Background: an optimization exercise with open tools, aiming at small area, a short achievable clock period and few clock cycles per item. Do not read the settings as production practice. At most, simulation tests tie the RTL to the original design; equivalence was not proved. Power and IR drop assume default switching activity.

## shift_add_multiplier
module shift_add_multiplier
#(
    parameter int OPERAND_WIDTH = 32
)
(
    input  logic        flush,
    input  logic        clk,
    input  logic        rst,
    input  logic        start,
    input  logic [1:0]  mul_type,
    input  logic [31:0] a,
    input  logic [31:0] b,
    output logic [63:0] p,
    output logic        done,
    output logic        work
);
export LEC_CHECK = 0
export ABC_CLOCK_PERIOD_IN_PS = 2500
export CAP_MARGIN = 20
export CORE_MARGIN = 2
export CORE_UTILIZATION = 40
export SETUP_SLACK_MARGIN = 3.0
export SLEW_MARGIN = 20
create_clock -name core_clock -period 5.5 [get_ports {clk}]
run.sh (not shown) runs the stock make flow with config.mk's settings and CLKGATE_MAP_FILE= SYNTH_SCRIPT=/design/flow/synth_recipe.tcl, a recipe that flattens the netlist after the stock synthesis.
Rerun with:
Settings changed: ABC_CLOCK_PERIOD_IN_PS 2500 to default, SETUP_SLACK_MARGIN 3.0 to default.
After rerunning: Worst hold slack is about the same; fmax fell by about 10%; clock skew hardly moves; count of clock-buffer cells in the layout is unchanged; utilization fell by 0.73 points.
No run of this note included a check of the RTL's function; only the layout flow was run.

Another version of the RTL of shift_add_multiplier (not shown whole).
Size in the first run: roughly 900 cells after synthesis, roughly 150 flip-flops.
make LEC_CHECK=0 ABC_CLOCK_PERIOD_IN_PS=2200 CAP_MARGIN=20 CORE_MARGIN=2 CORE_UTILIZATION=40 SETUP_SLACK_MARGIN=3.4 SLEW_MARGIN=20 finish   # period 5.5 ns
Testbench counts at the start, summed over its fixed seeds: cycles 9,984, items 768.
Change:
==> flow/flow/run.sh (new file) <==
#!/bin/bash
# The standard layout, with the port buffers that buffer_ports inserts made
# from the smallest buffer instead of the delay cell it picks by default.
set -euo pipefail
export BUFFER_PORTS_ARGS="-buffer_cell sky130_fd_sc_hd__buf_1"
bash standard.sh > standard_flow.log 2>&1
==> flow/standard.sh (new file) <==
#!/bin/bash
# synth_recipe.tcl (not shown) runs the flow's synth.tcl, then flattens the netlist and writes it again
# the make line also repeats each setting of config.mk as NAME=value (left out here)
make -C /OpenROAD-flow-scripts/flow DESIGN_CONFIG=/design/flow/config.mk WORK_HOME=/design/flow/orfs CLKGATE_MAP_FILE= SYNTH_SCRIPT=/design/flow/synth_recipe.tcl "${@:-finish}"
CTS_BUF_LIST = sky130_fd_sc_hd__clkbuf_4 sky130_fd_sc_hd__clkbuf_8   (was unset)
SETUP_SLACK_MARGIN = 3.0   (was 3.4)
removed: flow/run.sh
Register-to-register slack loses 0.17 ns.
Sequential cell count does not change.
Final area fell by 17%.
Via count fell by 5.6%.
Worst setup slack loses 0.11 ns.
Wire length fell by 12%.
Change:
ABC_CLOCK_PERIOD_IN_PS = 2000   (was 2200)
SETUP_SLACK_MARGIN = 3.3   (was 3.0)
After rerunning: Area after synthesis does not change; core utilization went up by 3.8 points; register-to-register slack is better by 0.18 ns; clock power is lower by 11%; final area came out higher by 8.3%; hold slack loses 0.011 ns; cell count increases by 1.5%; via count goes up by 2.3%; setup slack is better by 0.18 ns; wire length climbs by 5.1%.

shift_add_multiplier again, from the RTL that the note above started with.
clock: 5.5 ns
lec_check: 0
abc_clock_period_in_ps: 2200
cap_margin: 20
core_margin: 2
core_utilization: 40
setup_slack_margin: 3.0
slew_margin: 20
Stock flow here: none of the scripts above is used.
Testbench counts at the start, summed over its fixed seeds: cycles 9,984, items 768.
Then changed:
==> flow/flow/run.sh (new file) <==
#!/bin/bash
# The standard layout, with the port buffers that buffer_ports inserts made
# from the smallest buffer instead of the delay cell it picks by default.
set -euo pipefail
export BUFFER_PORTS_ARGS="-buffer_cell sky130_fd_sc_hd__buf_1"
bash standard.sh > standard_flow.log 2>&1
==> flow/standard.sh (new file) <==
#!/bin/bash
# synth_recipe.tcl (not shown) runs the flow's synth.tcl, then flattens the netlist and writes it again
# the make line also repeats each setting of config.mk as NAME=value (left out here)
make -C /OpenROAD-flow-scripts/flow DESIGN_CONFIG=/design/flow/config.mk WORK_HOME=/design/flow/orfs CLKGATE_MAP_FILE= SYNTH_SCRIPT=/design/flow/synth_recipe.tcl "${@:-finish}"
- ABC_AREA: unset -> 1
- ABC_CLOCK_PERIOD_IN_PS: 2200 -> unset
- CTS_BUF_LIST: unset -> sky130_fd_sc_hd__clkbuf_4 sky130_fd_sc_hd__clkbuf_8
removed: flow/run.sh
Result:
- area after synthesis grows by a few percent
- setup slack improves by 0.11 ns
- register-to-register slack improves by 0.04 ns
- utilization shrinks by 4.5 points
- global-route usage shrinks by 0.77 points
Then changed:
==> flow/flow/run.sh (replaced) <==
#!/bin/bash
# The standard layout, with the port buffers that buffer_ports inserts made
# from the smallest buffer instead of the delay cell it picks by default, and
# clock-tree sinks clustered into larger groups.
set -euo pipefail
export BUFFER_PORTS_ARGS="-buffer_cell sky130_fd_sc_hd__buf_1"
export CTS_ARGS="-sink_clustering_enable -repair_clock_nets -sink_clustering_size 40 -sink_clustering_max_diameter 150 -buf_list sky130_fd_sc_hd__clkbuf_8"
bash standard.sh > standard_flow.log 2>&1
- ABC_AREA: 1 -> unset
- ABC_CLOCK_PERIOD_IN_PS: unset -> 2000
- SETUP_SLACK_MARGIN: 3.0 -> 3.3
The changed run finished clean.
Worst hold slack gains 0.011 ns.
Final cell count went down by 18%.
Synthesized area shrinks by 3.9%.
Sequential power came out higher by about 6%.
Design area climbs by 3.5%.
Sequential share of layout area came out lower by 0.89 points.
Fmax rises by 6.8%.
Then changed:
==> flow/flow/run.sh (replaced) <==
#!/bin/bash
# The standard layout, with the port buffers that buffer_ports inserts made
# from the smallest buffer instead of the delay cell it picks by default.
set -euo pipefail
export BUFFER_PORTS_ARGS="-buffer_cell sky130_fd_sc_hd__buf_1"
bash standard.sh > standard_flow.log 2>&1
- ABC_CLOCK_PERIOD_IN_PS: 2000 -> 2500
- SETUP_SLACK_MARGIN: 3.3 -> 2.6
Outcome: Worst setup slack gets worse by 0.42 ns. Final area drops by a little under a tenth. Total power came out lower by a little under a tenth. Non-clock buffer count shrinks by 23. Via count falls slightly. Count of clock-buffer cells in the layout is higher by 1. Die area is unchanged. Synthesized cell count does not change. Combinational power came out lower by roughly a tenth.

afterwards: timing with drivers on the ports:
In the flow no input, the clock included, has a driving cell. The finished layouts below were timed again as built, in two steps. Step 1: set_driving_cell puts a clkbuf_16 on clk and a buf_2 on each other input, an assumption about the parent block. Step 2 adds t to the input delays and takes it off the output delays; t is the mean of the earliest and latest rising clock arrival at the registers after step 1. Input paths then give back, and output paths get back, about the clock's delay inside the block. a / b / c = ideal / step 1 / step 2; a / b = the first two.
| run | t (ns) | setup slack, ns | latest minus earliest clock arrival (ns) | worst data-port slew with drivers (ns) | cell pins on the clock port's net |
|---|---|---|---|---|---|
| the first run of note 1 | 0.479 | 2.898 / 2.898 / 2.589 | 0.014 / 0.013 | 0.07 | 1 |
| the second run of note 1 | 0.479 | 2.597 / 2.591 / 2.112 | 0.017 / 0.017 | 0.07 | 1 |
| the first run of note 2 | 0.463 | 3.226 / 3.236 / 2.773 | 0.015 / 0.015 | 0.09 | 1 |
| the second run of note 2 | 0.497 | 3.115 / 3.115 / 2.684 | 0.017 / 0.017 | 0.05 | 1 |
| the third run of note 2 | 0.491 | 3.292 / 3.280 / 2.820 | 0.014 / 0.013 | 0.06 | 1 |
| the first run of note 3 | 0.480 | 3.032 / 2.985 / 2.579 | 0.017 / 0.016 | 0.07 | 1 |
| the second run of note 3 | 0.496 | 3.139 / 3.139 / 2.708 | 0.011 / 0.011 | 0.05 | 1 |
| the third run of note 3 | 0.492 | 3.291 / 3.273 / 2.820 | 0.015 / 0.015 | 0.06 | 1 |
| the fourth run of note 3 | 0.494 | 2.871 / 2.871 / 2.633 | 0.015 / 0.015 | 0.08 | 1 |
After both steps setup and hold are still met in every run listed. For the second run of note 1, which loses most, drivers alone change the setup slack by -0.006 ns; drivers and shift together by -0.485 ns.
